What follows belongs to an exercise in optimizing a design on an open flow for small area, a short achievable clock period and few clock cycles; a production flow would make more cautious choices. Function was checked by simulation only, so behaviour that the tests miss may differ from the original. Power and IR drop assume default switching activity.

== job 6906 ==
// cpu
module cpu(input clk, reset, input [15:0] i_mem_rddata, output logic o_mem_rd, o_mem_wr, output logic [15:0] o_mem_addr, o_mem_wrdata);
	logic [15:0] r0, r1, r2, r3, r4, r5, r6, r7;
	logic n, z;
	logic [15:0] A;       
	logic wr;             
	logic rd;             
	logic ldc;            
	logic av;             
	logic nd;             
	logic lw;             
	logic [2:0] ldx;      
	logic [15:0] opA, opB;
	logic ecin, ewe, efl;
	logic [2:0] ed;
	wire [15:0] I = i_mem_rddata;
	wire [4:0] op = I[4:0];
	wire [2:0] X = I[7:5];
	wire [2:0] Y = I[10:8];
	wire [7:0] imm8 = I[15:8];
	wire [10:0] imm11 = I[15:5];
	function automatic [15:0] bkadd(input [15:0] x, input [15:0] y, input c0);
		logic [15:0] g, p, G, P;
		integer i, s;
		begin
			g = x & y;
			p = x ^ y;
			G = g;
			P = p;
			G[0] = g[0] | (p[0] & c0);
			for (s = 1; s < 16; s = s * 2)
				for (i = 2*s-1; i < 16; i = i + 2*s) begin
					G[i] = G[i] | (P[i] & G[i-s]);
					P[i] = P[i] & P[i-s];
				end
			for (s = 4; s >= 1; s = s / 2)
				for (i = 3*s-1; i < 16; i = i + 2*s) begin
					G[i] = G[i] | (P[i] & G[i-s]);
					P[i] = P[i] & P[i-s];
				end
			bkadd = p ^ {G[14:0], c0};
		end
	endfunction
	wire [15:0] res = opA + opB + {15'b0, ecin};
	wire res_z = (opA[0] ^ opB[0]) == ecin &&
	             ((opA[15:1] ^ opB[15:1]) == (opA[14:0] | opB[14:0]));
	wire n_e = efl ? res[15] : n;
	wire z_e = efl ? res_z : z;
	wire [15:0] wdr = reset ? 16'b0 : res;
	wire [7:0] wen = {8{reset}} | ({7'b0, ewe} << ed);
	always @(posedge clk) begin
		if (wen[0]) r0 <= wdr;
		if (wen[1]) r1 <= wdr;
		if (wen[2]) r2 <= wdr;
		if (wen[3]) r3 <= wdr;
		if (wen[4]) r4 <= wdr;
		if (wen[5]) r5 <= wdr;
		if (wen[6]) r6 <= wdr;
		if (wen[7]) r7 <= wdr;
	end
	always @(posedge clk) begin
		if (reset) begin
			n <= 1'b0;
			z <= 1'b0;
		end else begin
			n <= n_e;
			z <= z_e;
		end
	end
	logic [15:0] rxf, ryf;
	always @(*) begin
		case (X)
			3'd0: rxf = r0; 3'd1: rxf = r1; 3'd2: rxf = r2; 3'd3: rxf = r3;
  ...
For scale: about 190 flip-flops, roughly 52 I/O pins, about 12,000 sq um of cells after synthesis.
==> flow/config.mk <==
export PLATFORM = sky130hd
export DESIGN_NAME = cpu
export DESIGN_NICKNAME = cpu
export VERILOG_FILES = /design/flow/design.v
export SDC_FILE = /design/flow/constraint.sdc
export NUM_CORES = 4
export LEC_CHECK = 0
export ABC_AREA = 1
export CAP_MARGIN = 5
export CORE_MARGIN = 2
export CORE_UTILIZATION = 40
export SETUP_SLACK_MARGIN = 4.5
export SLEW_MARGIN = 5
==> flow/constraint.sdc <==
create_clock -name core_clock -period 7.5 [get_ports {clk}]
set_input_delay 1.5000 -clock core_clock [delete_from_list [all_inputs] [get_ports {clk}]]
set_output_delay 1.5000 -clock core_clock [all_outputs]
set_load 0.01 [all_outputs]
run.sh (not shown) runs the stock make flow with config.mk's settings and CLKGATE_MAP_FILE= SYNTH_SCRIPT=/design/flow/synth_recipe.tcl, a recipe that flattens the netlist after the stock synthesis.
Job 6906 was carried through to the last stage, and its layout satisfied the timing, design-rule and antenna checks.
Testbench counts of job 6906, summed over its fixed seeds: cycles 75,905.
Changes in job 4294 relative to job 6906:
-- flow/config.mk --
<<< job 6906, line 8
export ABC_AREA = 1
export CAP_MARGIN = 5
>>> job 4294, line 8
export ABC_AREA = 0
export CAP_MARGIN = 20
<<< job 6906, line 13
export SLEW_MARGIN = 5
>>> job 4294, line 13
export SLEW_MARGIN = 20
Notes after the runs:
The final layout from job 4294, which completed every stage, passed the timing, design-rule and antenna checks at the end of the flow. Job 4294 vs job 6906: wire length of the first global-routing pass down slightly. Diff job 6906 -> job 4294: initial antenna violation count shows no meaningful change, share of the final layout cell area in multi-input gates higher, clock network fraction of total power now sits lower, CTS clock-pin slew for the worst setup and hold paths essentially unchanged. Job 4294 vs. job 6906: non-clock buffer count has increased; final cell count has decreased; data arrival time of the worst path has increased.
#### Input delta (job 3983 over job 4294)
-- flow/config.mk --
<<< job 4294, line 8
export ABC_AREA = 0
>>> job 3983, line 8
export ABC_AREA = 1
<<< job 4294, line 12
export SETUP_SLACK_MARGIN = 4.5
>>> job 3983, line 12
export SETUP_SLACK_MARGIN = 4.55
==> run summary <==
- Job 3983 vs job 4294: die area down
- [compare] base=job 4294 new=job 3983: synthesized-area fraction occupied by ao, oa, aoi and oai cells moved down, number of non-clock buffers in the layout moved down, final cell count moved up.
- Looking at the reports, job 3983 completed the entire flow and the layout it produced met the timing, design-rule and antenna checks.
- Against job 4294, job 3983 reports a clock share of power that is higher.
Setup changes, job 3983 to job 5584
-- flow/config.mk --
<<< job 3983, line 12
export SETUP_SLACK_MARGIN = 4.55
>>> job 5584, line 12
export GPL_ROUTABILITY_DRIVEN = 0
export SETUP_SLACK_MARGIN = 4.5
--- outcome ---
Job 5584 vs job 3983, data-path buffer share of cell area in the final layout went down by 0.49 points. For sequential cell area, job 5584 and job 3983 come out practically identical. From job 3983 to job 5584, xor/xnor share of the synthesized area did not move at all. A start point of the critical path of i_mem_rddata[5] is what job 3983 shows, while i_mem_rddata[10] belongs to job 5584. No run among job 3983 and job 5584 stopped early or left any final violation; all are clean. Changes observed in job 5584 relative to job 3983: total number of multi-input combinational cells was more or less identical, routed length on met1 saw a decrease, power has decreased. Job 3983 → job 5584: clock skew after layout saw a decrease, multi-input gate share of total cell area shows a reduction of 0.49 points. Going from job 3983 to job 5584, the worst setup slack was found to have gone down by 120 ps. On summed area of non-filler cells in the final layout, the lower figure sits with job 5584, not job 3983. Compare job 3983 and job 5584 | final critical-path required period higher: job 5584.
### job 5584 -> job 8881
-- flow/config.mk --
<<< job 5584, line 12
export GPL_ROUTABILITY_DRIVEN = 0
>>> job 8881, line 12
## What came out
NOTE: global-route usage in job 8881 exceeds that of job 5584. On clock skew, job 5584 tracks job 8881 almost exactly. ~same chip height in job 5584 and job 8881. Compared with job 5584, job 8881 shows a utilization that is 0.24 points higher.
The inputs of job 3518 differ from those of job 8881 as listed below.
==> flow/flow/run.sh (new file) <==
#!/bin/bash
# The standard layout (standard synthesis and ORFS steps), with one change:
# the buffers that ORFS puts on every input and output port are
# sky130_fd_sc_hd__buf_4 instead of the cell buffer_ports picks by itself
# (a slow delay cell here).
set -euo pipefail
W=$PWD
bash "$W/standard.sh" BUFFER_PORTS_ARGS="-buffer_cell sky130_fd_sc_hd__buf_4" finish > "$W/standard.log" 2>&1
==> flow/standard.sh (new file) <==
#!/bin/bash
# synth_recipe.tcl (not shown) runs the flow's synth.tcl, then flattens the netlist and writes it again
# the make line also repeats each setting of config.mk as NAME=value (left out here)
make -C /OpenROAD-flow-scripts/flow DESIGN_CONFIG=/design/flow/config.mk WORK_HOME=/design/flow/orfs CLKGATE_MAP_FILE= SYNTH_SCRIPT=/design/flow/synth_recipe.tcl "${@:-finish}"
-- flow/config.mk --
<<< job 8881, line 12
export SETUP_SLACK_MARGIN = 4.5
>>> job 3518, line 12
export SETUP_SLACK_MARGIN = 4.55
removed: flow/run.sh
==> run summary <==
Power per unit of standard cell area: job 8881 vs job 3518, no meaningful difference. Compared to job 8881, job 3518 leaves less free space in the core. Job 3518 vs job 8881 on power: job 3518 is the higher one. Compared with job 8881, job 3518 shows a clock period minus final worst setup slack that is 16 ps lower.

==> re-timing with driven ports <==
The results above use ideal ports. As a check the final layouts listed here were re-extracted and re-timed, cells and wires unchanged.
Step 1: set_driving_cell puts a clkbuf_16 on clk and a buf_2 on each other input, an assumption about the parent block.
Step 2 adds t to the input delays and takes it off the output delays; t is the mean of the earliest and latest rising clock arrival at the registers after step 1. Input paths then give back, and output paths get back, about the clock's delay inside the block.
a / b / c = no drivers / after step 1 / after step 2; a / b = the first two.
| run | t (ns) | slack for setup (ns) | hold WS [ns] | worst setup path after step 2 | clock arrival spread, ns |
|---|---|---|---|---|---|
| job 6906 | 0.501 | 4.464 / 4.456 / 3.955 | 0.441 / 0.441 / 0.441 | input to register | 0.016 / 0.016 |
| job 4294 | 0.502 | 4.172 / 4.139 / 3.637 | 0.504 / 0.504 / 0.504 | input to register | 0.022 / 0.022 |
| job 3983 | 0.504 | 4.502 / 4.493 / 3.990 | 0.443 / 0.443 / 0.443 | input to register | 0.026 / 0.025 |
| job 5584 | 0.502 | 4.381 / 4.396 / 3.894 | 0.436 / 0.436 / 0.436 | input to register | 0.016 / 0.017 |
| job 8881 | 0.501 | 4.464 / 4.456 / 3.955 | 0.441 / 0.441 / 0.441 | input to register | 0.016 / 0.016 |
| job 3518 | 0.504 | 4.481 / 4.467 / 3.962 | 0.447 / 0.447 / 0.447 | input to register | 0.019 / 0.019 |
After both steps setup and hold are still met in every run listed. For job 4294, which loses most, drivers alone change the setup slack by -0.033 ns; drivers and shift together by -0.535 ns.
